From an optimization exercise on the open Yosys and OpenROAD flow, aimed at small area, a short achievable clock period and few clock cycles; shortcuts taken in it are not production practice. Function was checked by simulation only, so behaviour that the tests miss may differ from the original.

east:
## ascon_CORE
module ascon_CORE (
    input  wire         clk,
    input  wire         rst_n,
    input  wire         start,
    input  wire [1:0]   mode,
    input  wire         enc_dec,
    input  wire [127:0] key_in,
    input  wire [127:0] nonce_in,
    input  wire [127:0] ad_in,
    input  wire         ad_valid,
    input  wire         ad_last,
    input  wire [127:0] data_in,
    input  wire         data_valid,
    input  wire         data_last,
    input  wire [6:0]   data_len,
    input  wire [127:0] tag_received,
    output wire [127:0] data_out,
    output wire         data_out_valid,
    output wire         data_ready,
    output wire         ad_ready,
    output wire [127:0] tag_out,
    output wire         tag_valid,
    output wire         tag_match,
    output wire         done,
    output wire         busy
);
==> flow/config.mk <==
export PLATFORM = sky130hd
export DESIGN_NAME = ascon_CORE
export DESIGN_NICKNAME = ascon_CORE
export VERILOG_FILES = /design/flow/design.v
export SDC_FILE = /design/flow/constraint.sdc
export NUM_CORES = 4
export LEC_CHECK = 0
export CAP_MARGIN = 35
export CORE_MARGIN = 2
export CORE_UTILIZATION = 28
export PLACE_DENSITY = 0.4
export SLEW_MARGIN = 35
==> flow/constraint.sdc <==
create_clock -name core_clock -period 40.0 [get_ports {clk}]
set_input_delay 8.0000 -clock core_clock [delete_from_list [all_inputs] [get_ports {clk}]]
set_output_delay 8.0000 -clock core_clock [all_outputs]
set_load 0.01 [all_outputs]
standard.sh (not shown) runs the stock make flow with config.mk's settings and CLKGATE_MAP_FILE= SYNTH_SCRIPT=/design/flow/synth_recipe.tcl, a recipe that flattens the netlist after the stock synthesis.
==> flow/flow/run.sh <==
#!/bin/bash
# Standard layout (the standard.sh), with two changes to how it is made:
#  - repair_timing works towards a setup slack margin of SETUP_MARGIN ns, so
#    that it sizes the logic for a short achieved period (the clock period and
#    all constraints stay the design's);
#  - every port still gets its own buffer, but a plain sky130 buffer instead
#    of the clkdlybuf4s50 delay cell buffer_ports picks by default.
# Each step's full output goes to a log file in this folder.
set -euo pipefail
SETUP_MARGIN=31
bash standard.sh synth > flow_synth.log 2>&1
bash standard.sh "SETUP_SLACK_MARGIN=${SETUP_MARGIN}" \
    "BUFFER_PORTS_ARGS=-buffer_cell sky130_fd_sc_hd__buf_2" finish > flow_layout.log 2>&1
cp -r orfs/logs flow_orfs_logs 2>/dev/null || true
east: all stages complete, timing, DRC and antenna checks passed
Testbench counts of east, summed over its fixed seeds: cycles 8,157.
> inputs changed (east -> north)
--- a/flow/design.v
+++ b/flow/design.v
@@ -50,23 +50,23 @@
     output wire [127:0] data_out,
     output wire         data_out_valid,
     output wire         data_ready,
     output wire         ad_ready,
     output wire [127:0] tag_out,
     output wire         tag_valid,
     output wire         tag_match,
     output wire         done,
     output wire         busy
 );
     localparam integer NR = 3;    
-    localparam [1:0] S_IDLE = 2'd0, S_RUN = 2'd1, S_CMP = 2'd2, S_DONE = 2'd3;
+    localparam [1:0] S_IDLE = 2'd0, S_RUN = 2'd1, S_DONE = 2'd2;
     localparam [1:0] P_INIT = 2'd0, P_B = 2'd1, P_FIN = 2'd2;
     function [63:0] bswap64;
         input [63:0] x;
         begin
             bswap64 = { x[ 7: 0], x[15: 8], x[23:16], x[31:24],
                         x[39:32], x[47:40], x[55:48], x[63:56] };
         end
     endfunction
     reg  [1:0]   fsm;
     reg  [1:0]   run;        
     reg  [3:0]   rnd;        
@@ -149,49 +149,46 @@
     always @(*) begin
         if (idle) begin
             n0 = {18'h0, mode[0], ~mode[0], 44'h000_808c0001};
             n1 = khi;
             n2 = klo;
             n3 = bswap64(nonce_in[127:64]);
             n4 = bswap64(nonce_in[ 63: 0]);
         end else begin
             n0 = nrate[127:64];
             n1 = nrate[ 63: 0];
             n2 = r2 ^ (pre_fin ? khi : 64'h0);
-            n3 = r3 ^ (post_ini || fin_end ? khi : 64'h0) ^ (pre_fin ? klo : 64'h0);
-            n4 = r4 ^ (post_ini || fin_end ? klo : 64'h0) ^ {dom_sep, 63'h0};
+            n3 = r3 ^ (post_ini ? khi : 64'h0) ^ (pre_fin ? klo : 64'h0);
+            n4 = r4 ^ (post_ini ? klo : 64'h0) ^ {dom_sep, 63'h0};
         end
     end
     wire st_en = idle || (running && !stall);
     always @(posedge clk) begin
         if (st_en) begin
             x0 <= n0; x1 <= n1; x2 <= n2; x3 <= n3; x4 <= n4;
         end
     end
-    wire         cmp     = (fsm == S_CMP);
-    wire [127:0] tag_st  = {bswap64(x3), bswap64(x4)};
+    wire [127:0] tag_pre = {bswap64(r3), bswap64(r4)};
     always @(posedge clk) begin
-        if (cmp)
-            tmatch <= (tag_st == blk);
+        if (fin_end)
+            tmatch <= (tag_pre == blk);
     end
     always @(posedge clk) begin
         if (ab_dt)
             blk <= tout;
-        else if (fin_end && !dec)
-            blk <= {bswap64(r3), bswap64(r4)} ^ key_in;
-        else if (cmp)
-            blk <= tag_st;
+        else if (fin_end)
+            blk <= tag_pre ^ key_in;
         else if (!bval) begin
             if (exp_ad)      blk <= ad_in;
             else if (exp_dt) blk <= data_in;
-            else             blk <= tag_received;
+            else             blk <= tag_received ^ key_in;
         end
         if (!bval) begin
             blen  <= data_len[4:0];
             blast <= exp_ad ? ad_last : data_last;
             bad   <= exp_ad;
         end
     end
     reg [1:0] fsm_n, run_n;
     reg [3:0] rnd_n;
     reg       exp_ad_n, exp_dt_n, bval_n, first_dt_n, a128_n, dec_n;
     always @(*) begin
@@ -226,36 +223,35 @@
                         exp_dt_n = 1'b1;
                     end
                 end else if (take_dt) begin
                     bval_n = 1'b1;
                     if (data_last)
                         exp_dt_n = 1'b0;
                 end else if (absorb)
                     bval_n = 1'b0;
                 if (!lchunk)
                     rnd_n = rnd + NR;
                 else if (fin_end)
-                    fsm_n = dec ? S_CMP : S_DONE;
+                    fsm_n = S_DONE;
                 else if (absorb) begin
                     if (ab_dt)
                         first_dt_n = 1'b0;
                     if (pre_fin) begin
                         run_n = P_FIN;
                         rnd_n = 4'd0;
                     end else begin
                         run_n = P_B;
                         rnd_n = a128 ? 4'd4 : 4'd6;
                     end
                 end
             end
-            S_CMP:   fsm_n = S_DONE;
             default: fsm_n = S_IDLE;
         endcase
     end
     integer k;
     always @(posedge clk or negedge rst_n) begin
         if (!rst_n) begin
             fsm      <= S_IDLE;
             run      <= P_INIT;
             rnd      <= 4'd0;
             for (k = 0; k < NR; k = k + 1)
                 ridx[k] <= k;
@@ -279,23 +275,23 @@
             for (k = 0; k < NR; k = k + 1)
                 ridx[k] <= rnd_n + k;
             lchunk   <= ({1'b0, rnd_n} + NR) >= 5'd12;
             shrt     <= ({1'b0, rnd_n} + NR) >  5'd12;
             a128     <= a128_n;
             dec      <= dec_n;
             exp_ad   <= exp_ad_n;
             exp_dt   <= exp_dt_n;
             first_dt <= first_dt_n;
             bval     <= bval_n;
             dov      <= ab_dt;
-            busy_r   <= (fsm_n == S_RUN) || (fsm_n == S_CMP);
+            busy_r   <= (fsm_n == S_RUN);
             done_r   <= (fsm_n == S_DONE);
             adr_r    <= (fsm_n == S_RUN) && exp_ad_n && !bval_n;
             dtr_r    <= (fsm_n == S_IDLE) || ((fsm_n == S_RUN) && exp_dt_n && !bval_n);
         end
     end
     assign data_out       = blk;
     assign data_out_valid = dov;
     assign data_ready     = dtr_r;
     assign ad_ready       = adr_r;
     assign tag_out        = blk;
     assign tag_valid      = done_r;
### Flow results
north -> east: area added between synthesis and finish flat. Compared with east, in north non-clock inverter total of the final layout now smaller; clock-buffer cell count now smaller; area enclosed by the die boundary now larger; detailed-route via count now larger. north: full flow OK, the timing, design-rule and antenna checks passed.
Testbench counts of north, summed over its fixed seeds: cycles 7,964.

-- what the ideal ports hide --
In the flow no input, the clock included, has a driving cell. The finished layouts below were timed again as built, in two steps.
Step 1, drivers: a clkbuf_16 drives clk and a buf_2 each remaining input, both assumed.
Step 2 times the ports against the registers' clock, not the clock port: input delays grow and output delays shrink by t, the midpoint of the rising clock arrivals with the driver on.
Three values: ideal ports, drivers, drivers and shift; two values: the first two.
| run | t, ns | setup slack, ns | worst hold slack (ns) |
|---|---|---|---|
| east | 0.842 | 30.440 / 30.331 / 30.248 | 0.498 / 0.498 / 0.498 |
| north | 0.928 | 30.338 / 30.213 / 29.980 | 0.508 / 0.508 / 0.508 |
After both steps setup and hold are still met in every run listed. For north, which loses most, drivers alone change the setup slack by -0.125 ns; drivers and shift together by -0.358 ns.
